This is an optimization exercise on Yosys and OpenROAD, whose aim is small area, a short achievable clock period and few clock cycles, not a production implementation.
Only simulation tests tie the RTL to the original design; equivalence was not proved.
Power figures rest on the tool's default switching activity, not on a simulated workload.

==> inputs of run F <==
Design FemtoRV32, start of the top module:
module FemtoRV32(
   input  wire        clk,
   output wire [31:0] mem_addr,   
   output wire [31:0] mem_wdata,  
   output wire [3:0]  mem_wmask,  
   input  wire [31:0] mem_rdata,  
   output wire        mem_rstrb,  
   input  wire        mem_rbusy,  
   input  wire        mem_wbusy,  
   input  wire        reset       
);
make LEC_CHECK=0 CAP_MARGIN=20 CORE_MARGIN=2 CORE_UTILIZATION=35 PLACE_DENSITY=0.5 SETUP_SLACK_MARGIN=3.8 SLEW_MARGIN=20 finish   # period 8.5 ns
run.sh (not shown) runs the stock make flow with config.mk's settings and CLKGATE_MAP_FILE= SYNTH_SCRIPT=/design/flow/synth_recipe.tcl, a recipe that flattens the netlist after the stock synthesis.
==> run M: changes against run F <==
--- a/flow/design.v
+++ b/flow/design.v
@@ -18,17 +18,16 @@
    reg          f_kill;    
    reg          ev;        
    reg [31:2]   ei;        
    reg [31:0]   e_rs1;
    reg [31:0]   e_rs2;     
    reg          e_useRs2;
    reg [AW-1:0] e_pcimm;   
    reg [AW-1:0] e_link;    
-   reg [11:0]   e_lsimm;   
    reg [AW-1:0] e_lsa;     
    reg          e_lsok;    
    reg e_isLoad, e_isStore, e_isBranch, e_isJAL, e_isJALR;
    reg e_isLUI, e_isAUIPC, e_isALUreg, e_isALUimm, e_isSYS;
    reg e_wr;               
    reg e_sub;              
    reg          wv;
    reg [4:0]    w_rd;
@@ -143,17 +142,16 @@
    wire e_recalc = ev & ~wv & ~e_lsok;   
    wire e_act  = ev & ~wv & e_lsok;     
    wire e_memw = e_act & e_isMem;       
    wire e_go   = e_act & (~e_isMem | bus_free);
    wire f_issue = bus_free & ~e_memw & ~(e_recalc & f_pend);   
    wire spec    = e_act & e_isCT;       
    wire [AW-1:0] tgt   = e_isJALR ? {lsa[AW-1:1], 1'b0} : pcimm;
    wire [AW-1:0] faddr = spec ? tgt : fpc;
-   wire [32:0]   faddr_p4 = fast_add({{(32-AW){1'b0}}, faddr}, 32'd4, 1'b0);
    wire f_arr  = f_pend & ~mem_rbusy;   
    wire e_free = ~ev | e_go;
    wire d_load = f_arr & e_free;
    wire d_valid = d_load & ~f_kill & ~(e_go & taken);
    wire w_done = wv & ~mem_rbusy;
    wire          sel_lsa = e_act & (e_isMem | e_isJALR);
    wire [AW-1:0] addr_nl = (e_act & (e_isBranch | e_isJAL)) ? pcimm : fpc;
    wire [AW-1:0] addr_o  = sel_lsa ? {lsa[AW-1:1], lsa[0] & ~e_isJALR} : addr_nl;
@@ -212,38 +210,32 @@
    wire byp1 = ev & e_wr & (e_rd == d_rs1);
    wire byp2 = ev & e_wr & (e_rd == d_rs2);
    wire [31:0] rf1 = rf_read(d_rs1, rf_q);
    wire [31:0] rf2 = rf_read(d_rs2, rf_q);
    wire patch1 = w_done & (w_rd != 5'd0) & (w_rd == ei[19:15]);
    wire patch2 = w_done & (w_rd != 5'd0) & (w_rd == ei[24:20]) & e_useRs2;
    wire [31:0] d_rs1v   = byp1 ? eres : rf1;
    wire [31:0] lsa_rs1  = e_recalc ? e_rs1 : rf1;
+   wire [11:0] e_lsimm  = e_isStore ? {ei[31:25], ei[11:7]} : ei[31:20];   
    wire [11:0] lsa_imm  = e_recalc ? e_lsimm : d_lsimm;
    wire d_useLsa = d_isLoad | d_isStore | d_isJALR;
-   wire [32:0] lsa_lo   = fast_add({20'b0, lsa_rs1[11:0]}, {20'b0, lsa_imm}, 1'b0);
-   wire [AW-13:0] lsa_hi   = lsa_rs1[AW-1:12];
-   wire [32:0] lsa_hi_p = fast_add({{(44-AW){1'b0}}, lsa_hi}, 32'b0, 1'b1);
-   wire [32:0] lsa_hi_m = fast_add({{(44-AW){1'b0}}, lsa_hi}, 32'hffffffff, 1'b0);
-   wire [AW-13:0] lsa_hip1 = lsa_hi_p[AW-13:0];
-   wire [AW-13:0] lsa_him1 = lsa_hi_m[AW-13:0];
-   wire [AW-13:0] lsa_hsel = (lsa_lo[12] == lsa_imm[11]) ? lsa_hi :
-                             lsa_lo[12] ? lsa_hip1 : lsa_him1;
-   wire [AW-1:0] lsa_next = {lsa_hsel, lsa_lo[11:0]};
+   wire [32:0] lsa_sum  = fast_add({{(32-AW){1'b0}}, lsa_rs1[AW-1:0]},
+                                   {{(32-12){lsa_imm[11]}}, lsa_imm}, 1'b0);
+   wire [AW-1:0] lsa_next = lsa_sum[AW-1:0];
    always @(posedge clk) begin
       if (d_load) begin
          ei    <= mem_rdata[31:2];
          e_rs1 <= d_rs1v;
          e_lsa <= lsa_next;
          e_lsok <= ~(byp1 & d_useLsa);
          e_rs2 <= (~d_useRs2 ? d_Iimm : byp2 ? eres : rf2) ^ {32{d_sub}};
          e_useRs2 <= d_useRs2;
          e_pcimm <= d_pcimm;
          e_link  <= fpc;
-         e_lsimm <= d_lsimm;
          e_isLoad   <= d_isLoad;
          e_isStore  <= d_isStore;
          e_isBranch <= d_isBranch;
          e_isJAL    <= d_isJAL;
          e_isJALR   <= d_isJALR;
          e_isLUI    <= d_isLUI;
          e_isAUIPC  <= d_isAUIPC;
          e_isALUreg <= d_isALUreg;
@@ -275,17 +267,17 @@
          f_kill <= 1'b0;
          ev     <= 1'b0;
          wv     <= 1'b0;
       end else begin
          if (f_issue) begin
             f_pend <= 1'b1;
             f_kill <= spec & ~taken;
             dpc    <= faddr;
-            if (~(spec & ~taken)) fpc <= faddr_p4[AW-1:0];
+            if (~(spec & ~taken)) fpc <= faddr + 4;
          end else begin
             if (f_arr & (e_free | f_kill)) f_pend <= 1'b0;
             if (e_go & taken) begin
                f_kill <= 1'b1;
                fpc    <= tgt;
             end
          end
          if (d_load)    ev <= d_valid;
- ABC_CLOCK_PERIOD_IN_PS: unset -> 3500
- CAP_MARGIN: 20 -> 30
- CTS_BUF_LIST: unset -> sky130_fd_sc_hd__clkbuf_8
- CTS_CLUSTER_SIZE: unset -> 20
- SETUP_SLACK_MARGIN: 3.8 -> 4.0
- SLEW_MARGIN: 20 -> 30
- TNS_END_PERCENT: unset -> 5
==> run C: changes against run F <==
==> flow/design.v (replaced) <==
module FemtoRV32(
   input  wire        clk,
   output wire [31:0] mem_addr,   
   output wire [31:0] mem_wdata,  
   output wire [3:0]  mem_wmask,  
   input  wire [31:0] mem_rdata,  
   output wire        mem_rstrb,  
   input  wire        mem_rbusy,  
   input  wire        mem_wbusy,  
   input  wire        reset       
);
   parameter RESET_ADDR       = 32'h00000000;
   parameter ADDR_WIDTH       = 24;
   localparam AW = ADDR_WIDTH;
   reg [AW-1:0] fpc;       
   reg [AW-1:0] dpc;       
   reg          f_pend;    
   reg          f_kill;    
   reg          ev;        
   reg [31:2]   ei;        
   reg [31:0]   e_rs1;
   reg [31:0]   e_rs2;
   reg [AW-1:0] e_pc;
   reg [AW-1:0] e_link;    
   reg e_isLoad, e_isStore, e_isBranch, e_isJAL, e_isJALR;
   reg e_isLUI, e_isAUIPC, e_isALUreg, e_isALUimm, e_isSYS;
   reg e_wr;               
   reg e_sub;              
   reg          wv;
   reg [4:0]    w_rd;
   reg [2:0]    w_f3;
   reg [1:0]    w_a;
   reg [31:0]   cycles;
   reg [31:0] registerFile [31:0];
   wire        rf_we;
   wire [4:0]  rf_wa;
   wire [31:0] rf_wd;
   always @(posedge clk) begin
      if (rf_we)
         registerFile[rf_wa] <= rf_wd;
   end
   wire [4:0] e_rd = ei[11:7];
   wire [2:0] e_f3 = ei[14:12];
   wire [31:0] Uimm = {    ei[31],   ei[30:12], {12{1'b0}}};
   wire [31:0] Iimm = {{21{ei[31]}}, ei[30:20]};
   wire [31:0] Simm = {{21{ei[31]}}, ei[30:25],ei[11:7]};
   wire [31:0] Bimm = {{20{ei[31]}}, ei[7],ei[30:25],ei[11:8],1'b0};
   wire [31:0] Jimm = {{12{ei[31]}}, ei[19:12],ei[20],ei[30:21],1'b0};
   wire e_isMem = e_isLoad | e_isStore;
   wire e_isCT  = e_isBranch | e_isJAL | e_isJALR;
   wire [31:0] aluIn2 = (e_isALUreg | e_isBranch) ? e_rs2 : Iimm;
   wire [32:0] addsub = {1'b0, e_rs1} + {1'b0, aluIn2 ^ {32{e_sub}}} + {32'b0, e_sub};
   wire LTU = ~addsub[32];
   wire LT  = (e_rs1[31] ^ aluIn2[31]) ? e_rs1[31] : LTU;
   wire EQ  = (e_rs1 == e_rs2);
   wire        shl = ~e_f3[2];
   wire [31:0] rs1_rev;
   genvar gi;
   generate for (gi = 0; gi < 32; gi = gi + 1) begin : REV1
      assign rs1_rev[gi] = e_rs1[31-gi];
   end endgenerate
   wire [31:0] sh_in  = shl ? rs1_rev : e_rs1;
   wire        sh_fill = ei[30] & e_rs1[31] & ~shl;    
   wire [31:0] sh_s0 = aluIn2[0] ? {{ 1{sh_fill}}, sh_in[31: 1]} : sh_in;
   wire [31:0] sh_s1 = aluIn2[1] ? {{ 2{sh_fill}}, sh_s0[31: 2]} : sh_s0;
   wire [31:0] sh_s2 = aluIn2[2] ? {{ 4{sh_fill}}, sh_s1[31: 4]} : sh_s1;
   wire [31:0] sh_s3 = aluIn2[3] ? {{ 8{sh_fill}}, sh_s2[31: 8]} : sh_s2;
   wire [31:0] sh_r  = aluIn2[4] ? {{16{sh_fill}}, sh_s3[31:16]} : sh_s3;
   wire [31:0] sh_rev;
   generate for (gi = 0; gi < 32; gi = gi + 1) begin : REV2
      assign sh_rev[gi] = sh_r[31-gi];
   end endgenerate
   wire [31:0] sh_out = shl ? sh_rev : sh_r[31:0];
   reg [31:0] aluOut;
   always @(*) begin
      case (e_f3)
        3'd0: aluOut = addsub[31:0];
        3'd2: aluOut = {31'b0, LT};
        3'd3: aluOut = {31'b0, LTU};
        3'd4: aluOut = e_rs1 ^ aluIn2;
        3'd6: aluOut = e_rs1 | aluIn2;
        3'd7: aluOut = e_rs1 & aluIn2;
        default: aluOut = sh_out;
      endcase
   end
   wire [AW-1:0] pcimm = e_pc + ( ei[3] ? Jimm[AW-1:0] :
                                  ei[4] ? Uimm[AW-1:0] :
                                          Bimm[AW-1:0] );
   wire [AW-1:0] lsa = e_rs1[AW-1:0] + (e_isStore ? Simm[AW-1:0] : Iimm[AW-1:0]);
   /*verilator lint_off WIDTH*/
   wire [31:0] eres =
      (e_isSYS              ? cycles : 32'b0) |
      (e_isLUI              ? Uimm   : 32'b0) |
      ((e_isALUreg|e_isALUimm) ? aluOut : 32'b0) |
      (e_isAUIPC            ? pcimm  : 32'b0) |
      ((e_isJAL|e_isJALR)   ? e_link : 32'b0);
   /*verilator lint_on WIDTH*/
   wire predicate =
        (e_f3 == 3'd0) &  EQ  |
        (e_f3 == 3'd1) & !EQ  |
        (e_f3 == 3'd4) &  LT  |
        (e_f3 == 3'd5) & !LT  |
        (e_f3 == 3'd6) &  LTU |
        (e_f3 == 3'd7) & !LTU ;
   wire taken = e_isJAL | e_isJALR | (e_isBranch & predicate);
   wire bus_free = ~mem_rbusy & ~mem_wbusy;
   wire e_act  = ev & ~wv;              
   wire e_memw = e_act & e_isMem;       
   wire e_go   = e_act & (~e_isMem | bus_free);
   wire f_issue = bus_free & ~e_memw;   
   wire spec    = e_act & e_isCT;       
   wire [AW-1:0] tgt   = e_isJALR ? {lsa[AW-1:1], 1'b0} : pcimm;
   wire [AW-1:0] faddr = spec ? tgt : fpc;
   wire f_arr  = f_pend & ~mem_rbusy;   
   wire e_free = ~ev | e_go;
   wire d_load = f_arr & e_free;
   wire d_valid = d_load & ~f_kill & ~(e_go & taken);
   wire w_done = wv & ~mem_rbusy;
   /*verilator lint_off WIDTH*/
   assign mem_addr  = e_memw ? lsa : faddr;
   /*verilator lint_on WIDTH*/
   assign mem_rstrb = bus_free & (e_memw ? e_isLoad : 1'b1);
   wire [1:0] la = lsa[1:0];
   wire [3:0] STORE_wmask =
              (e_f3[1:0] == 2'b00) ? (la[1] ? (la[0] ? 4'b1000 : 4'b0100) :
                                              (la[0] ? 4'b0010 : 4'b0001)) :
              (e_f3[1:0] == 2'b01) ? (la[1] ? 4'b1100 : 4'b0011) :
                                     4'b1111;
   assign mem_wmask = {4{bus_free & e_memw & e_isStore}} & STORE_wmask;
   assign mem_wdata = (e_f3[1:0] == 2'b00) ? {4{e_rs2[7:0]}} :
                      (e_f3[1:0] == 2'b01) ? {2{e_rs2[15:0]}} :
                                             e_rs2;
   wire [15:0] LOAD_halfword = w_a[1] ? mem_rdata[31:16] : mem_rdata[15:0];
   wire  [7:0] LOAD_byte     = w_a[0] ? LOAD_halfword[15:8] : LOAD_halfword[7:0];
   wire LOAD_sign = ~w_f3[2] & ((w_f3[1:0] == 2'b00) ? LOAD_byte[7] : LOAD_halfword[15]);
   wire [31:0] LOAD_data =
         (w_f3[1:0] == 2'b00) ? {{24{LOAD_sign}}, LOAD_byte} :
         (w_f3[1:0] == 2'b01) ? {{16{LOAD_sign}}, LOAD_halfword} :
                                mem_rdata;
   assign rf_we = wv ? (w_done & (w_rd != 5'd0)) : (e_go & e_wr);
   assign rf_wa = wv ? w_rd : e_rd;
   assign rf_wd = wv ? LOAD_data : eres;
   wire [4:0] d_op  = mem_rdata[6:2];
   wire [2:0] d_f3  = mem_rdata[14:12];
   wire [4:0] d_rd  = mem_rdata[11:7];
   wire [4:0] d_rs1 = mem_rdata[19:15];
   wire [4:0] d_rs2 = mem_rdata[24:20];
   wire d_isLoad   = (d_op == 5'b00000);
   wire d_isALUimm = (d_op == 5'b00100);
   wire d_isAUIPC  = (d_op == 5'b00101);
   wire d_isStore  = (d_op == 5'b01000);
   wire d_isALUreg = (d_op == 5'b01100);
   wire d_isLUI    = (d_op == 5'b01101);
   wire d_isBranch = (d_op == 5'b11000);
   wire d_isJALR   = (d_op == 5'b11001);
   wire d_isJAL    = (d_op == 5'b11011);
   wire d_isSYS    = (d_op == 5'b11100);
   wire d_sub = d_isBranch |
                ((d_isALUreg | d_isALUimm) & (d_f3[2:1] == 2'b01)) |
                (d_isALUreg & (d_f3 == 3'd0) & mem_rdata[30]);
   wire d_wr  = (d_rd != 5'd0) & ~(d_isLoad | d_isStore | d_isBranch);
   wire byp1 = ev & e_wr & (e_rd == d_rs1);
   wire byp2 = ev & e_wr & (e_rd == d_rs2);
   wire [31:0] rf1 = (d_rs1 == 5'd0) ? 32'b0 : registerFile[d_rs1];
   wire [31:0] rf2 = (d_rs2 == 5'd0) ? 32'b0 : registerFile[d_rs2];
   wire patch1 = w_done & (w_rd != 5'd0) & (w_rd == ei[19:15]);
   wire patch2 = w_done & (w_rd != 5'd0) & (w_rd == ei[24:20]);
   always @(posedge clk) begin
      if (d_load) begin
         ei    <= mem_rdata[31:2];
         e_rs1 <= byp1 ? eres : rf1;
         e_rs2 <= byp2 ? eres : rf2;
         e_pc  <= dpc;
         e_link <= fpc;
         e_isLoad   <= d_isLoad;
         e_isStore  <= d_isStore;
         e_isBranch <= d_isBranch;
         e_isJAL    <= d_isJAL;
         e_isJALR   <= d_isJALR;
         e_isLUI    <= d_isLUI;
         e_isAUIPC  <= d_isAUIPC;
         e_isALUreg <= d_isALUreg;
         e_isALUimm <= d_isALUimm;
         e_isSYS    <= d_isSYS;
         e_wr  <= d_wr;
         e_sub <= d_sub;
      end else begin
         if (patch1) e_rs1 <= LOAD_data;
         if (patch2) e_rs2 <= LOAD_data;
      end
      if (e_go & e_isLoad) begin
         w_rd <= e_rd;
         w_f3 <= e_f3;
         w_a  <= la;
      end
   end
   always @(posedge clk) begin
      if (!reset) begin
         fpc    <= RESET_ADDR[AW-1:0];
         f_pend <= 1'b0;
         f_kill <= 1'b0;
         ev     <= 1'b0;
         wv     <= 1'b0;
      end else begin
         if (f_issue) begin
            f_pend <= 1'b1;
            f_kill <= spec & ~taken;
            dpc    <= faddr;
            if (~(spec & ~taken)) fpc <= faddr + 4;
         end else begin
            if (f_arr & (e_free | f_kill)) f_pend <= 1'b0;
            if (e_go & taken) begin
               f_kill <= 1'b1;
               fpc    <= tgt;
            end
         end
         if (d_load)    ev <= d_valid;
         else if (e_go) ev <= 1'b0;
         if (e_go & e_isLoad) wv <= 1'b1;
         else if (w_done)     wv <= 1'b0;
      end
   end
   always @(posedge clk) begin
      if(!reset) cycles <= 0;
      else cycles <= cycles + 1;
   end
endmodule
- CORE_UTILIZATION: 35 -> 45
- PLACE_DENSITY: 0.5 -> 0.6
- SETUP_SLACK_MARGIN: 3.8 -> unset
==> run B: changes against run F <==
--- a/flow/design.v
+++ b/flow/design.v
@@ -143,17 +143,16 @@
    wire e_recalc = ev & ~wv & ~e_lsok;   
    wire e_act  = ev & ~wv & e_lsok;     
    wire e_memw = e_act & e_isMem;       
    wire e_go   = e_act & (~e_isMem | bus_free);
    wire f_issue = bus_free & ~e_memw & ~(e_recalc & f_pend);   
    wire spec    = e_act & e_isCT;       
    wire [AW-1:0] tgt   = e_isJALR ? {lsa[AW-1:1], 1'b0} : pcimm;
    wire [AW-1:0] faddr = spec ? tgt : fpc;
-   wire [32:0]   faddr_p4 = fast_add({{(32-AW){1'b0}}, faddr}, 32'd4, 1'b0);
    wire f_arr  = f_pend & ~mem_rbusy;   
    wire e_free = ~ev | e_go;
    wire d_load = f_arr & e_free;
    wire d_valid = d_load & ~f_kill & ~(e_go & taken);
    wire w_done = wv & ~mem_rbusy;
    wire          sel_lsa = e_act & (e_isMem | e_isJALR);
    wire [AW-1:0] addr_nl = (e_act & (e_isBranch | e_isJAL)) ? pcimm : fpc;
    wire [AW-1:0] addr_o  = sel_lsa ? {lsa[AW-1:1], lsa[0] & ~e_isJALR} : addr_nl;
@@ -214,25 +213,19 @@
    wire [31:0] rf1 = rf_read(d_rs1, rf_q);
    wire [31:0] rf2 = rf_read(d_rs2, rf_q);
    wire patch1 = w_done & (w_rd != 5'd0) & (w_rd == ei[19:15]);
    wire patch2 = w_done & (w_rd != 5'd0) & (w_rd == ei[24:20]) & e_useRs2;
    wire [31:0] d_rs1v   = byp1 ? eres : rf1;
    wire [31:0] lsa_rs1  = e_recalc ? e_rs1 : rf1;
    wire [11:0] lsa_imm  = e_recalc ? e_lsimm : d_lsimm;
    wire d_useLsa = d_isLoad | d_isStore | d_isJALR;
-   wire [32:0] lsa_lo   = fast_add({20'b0, lsa_rs1[11:0]}, {20'b0, lsa_imm}, 1'b0);
-   wire [AW-13:0] lsa_hi   = lsa_rs1[AW-1:12];
-   wire [32:0] lsa_hi_p = fast_add({{(44-AW){1'b0}}, lsa_hi}, 32'b0, 1'b1);
-   wire [32:0] lsa_hi_m = fast_add({{(44-AW){1'b0}}, lsa_hi}, 32'hffffffff, 1'b0);
-   wire [AW-13:0] lsa_hip1 = lsa_hi_p[AW-13:0];
-   wire [AW-13:0] lsa_him1 = lsa_hi_m[AW-13:0];
-   wire [AW-13:0] lsa_hsel = (lsa_lo[12] == lsa_imm[11]) ? lsa_hi :
-                             lsa_lo[12] ? lsa_hip1 : lsa_him1;
-   wire [AW-1:0] lsa_next = {lsa_hsel, lsa_lo[11:0]};
+   wire [32:0] lsa_sum  = fast_add({{(32-AW){1'b0}}, lsa_rs1[AW-1:0]},
+                                   {{(32-12){lsa_imm[11]}}, lsa_imm}, 1'b0);
+   wire [AW-1:0] lsa_next = lsa_sum[AW-1:0];
    always @(posedge clk) begin
       if (d_load) begin
          ei    <= mem_rdata[31:2];
          e_rs1 <= d_rs1v;
          e_lsa <= lsa_next;
          e_lsok <= ~(byp1 & d_useLsa);
          e_rs2 <= (~d_useRs2 ? d_Iimm : byp2 ? eres : rf2) ^ {32{d_sub}};
          e_useRs2 <= d_useRs2;
@@ -275,17 +268,17 @@
          f_kill <= 1'b0;
          ev     <= 1'b0;
          wv     <= 1'b0;
       end else begin
          if (f_issue) begin
             f_pend <= 1'b1;
             f_kill <= spec & ~taken;
             dpc    <= faddr;
-            if (~(spec & ~taken)) fpc <= faddr_p4[AW-1:0];
+            if (~(spec & ~taken)) fpc <= faddr + 4;
          end else begin
             if (f_arr & (e_free | f_kill)) f_pend <= 1'b0;
             if (e_go & taken) begin
                f_kill <= 1'b1;
                fpc    <= tgt;
             end
          end
          if (d_load)    ev <= d_valid;
- ABC_CLOCK_PERIOD_IN_PS: unset -> 3500
- CAP_MARGIN: 20 -> 30
- CTS_BUF_LIST: unset -> sky130_fd_sc_hd__clkbuf_8
- CTS_CLUSTER_SIZE: unset -> 20
- SETUP_SLACK_MARGIN: 3.8 -> 3.7
- SLEW_MARGIN: 20 -> 30
- TNS_END_PERCENT: unset -> 5
==> summary of the runs <==
Run M completed with no timing, DRC or antenna violations. Run F reached the layout checks and failed them: capacitance limit, slew limit. Run C passed the timing, DRC and antenna checks. Run B completed with no timing, DRC or antenna violations.
Of run F and run M, run F has the higher routed wire length (gap about 8%, measured against run M).
The highest clock skew belongs to run M, the lowest to run C.
Count of clock-buffer cells in the layout, highest first: run M, run B, run C, run F.
Of run F and run B, run F has the higher final cell count (gap about 0.25%, measured against run B).
In sequential cell count, run B and run F do not differ.
Against run F, the worst hold slack of run B is higher by 0.012 ns.
Setup slack: run C < run F < run B < run M.
First-iteration DRC count: run F is smaller than run M (about 3.8%).
==> figures <==
                                                                               run F                    run M                    run C                    run B
Hold Path End                                                             e_pcimm[0]               e_pcimm[0]                  e_pc[1]               e_pcimm[0]
Ratio of cells with drive above 1 in the final layout                          20.7%                    21.0%                    21.0%                    19.2%
Initial standard-cell utilization of the core                                  35.2%                    35.1%                    45.4%                    35.1%
Internal power                                                             11,100 µW                10,300 µW                10,800 µW                10,500 µW
Worst Hold Slack                                                            0.425 ns                 0.424 ns                 0.387 ns                 0.437 ns
Overall fraction of global-route tracks in use                                 39.7%                    37.2%                    33.7%                    37.4%
Post-synth design cell area                                               0.0668 mm²               0.0657 mm²               0.0711 mm²               0.0657 mm²
Routed length on met2                                                     169,000 µm               156,000 µm               124,000 µm               158,000 µm
Status                                                    complete, but fails checks  complete, no violations  complete, no violations  complete, no violations
Violated checks                                        capacitance limit, slew limit                        -                        -                        -
Clock buffer instance count of the final layout                                  174                      226                      183                      223
Arrival time reported for the critical path endpoint                         5.78 ns                  5.48 ns                  5.65 ns                  5.78 ns
Maximum vdd ir drop                                                         0.168 mV                 0.122 mV                 0.209 mV                 0.140 mV
Period utilisation layout                                                      61.6%                    57.4%                    86.4%                    58.5%
Number of global-route vias before repair                                     57,190                   55,866                   48,898                   55,984
Final period demand of the worst path                                        5.23 ns                  4.88 ns                  7.35 ns                  4.98 ns
Biggest cell delay along the critical path                                   0.69 ns                  0.94 ns                  0.73 ns                  0.47 ns
Synth top area share                                                           54.2%                    54.9%                    51.1%                    55.1%
Area of the multi-input gates                                             0.0292 mm²               0.0283 mm²               0.0321 mm²               0.0276 mm²
Testbench counts of run F, summed over its fixed seeds: cycles 31,047.
Testbench counts of run M, summed over its fixed seeds: cycles 31,047.
Testbench counts of run C, summed over its fixed seeds: cycles 30,791.
Testbench counts of run B, summed over its fixed seeds: cycles 31,047.

[static timing again, ports no longer ideal]
The flow's constraints put no driver on any port. The routed layouts listed below were extracted and timed again, unchanged, in two steps.
Step 1, drivers: a clkbuf_16 drives clk and a buf_2 each remaining input, both assumed.
Step 2 moves the port delays by t, midway between the first and last clock arrival at a register: inputs arrive t later, outputs are due t later. That takes back most of the time a late clock gives input paths.
a / b / c = no drivers / after step 1 / after step 2; a / b = the first two.
run | t, ns | setup WS [ns] | worst hold slack (ns) | worst setup path after step 2 | latest minus earliest clock arrival (ns)
run F | 0.881 | 3.268 / 3.272 / 2.391 | 0.425 / 0.425 / 0.425 | input to register | 0.066 / 0.066
run M | 1.069 | 3.618 / 3.488 / 2.419 | 0.424 / 0.424 / 0.424 | input to register | 0.128 / 0.129
run C | 0.866 | 1.153 / 1.065 / 1.836 | 0.387 / 0.387 / 0.387 | register to register | 0.046 / 0.046
run B | 1.116 | 3.524 / 3.451 / 2.379 | 0.437 / 0.437 / 0.437 | input to register | 0.112 / 0.112
For run M, which loses most, drivers alone change the setup slack by -0.130 ns; drivers and shift together by -1.199 ns.
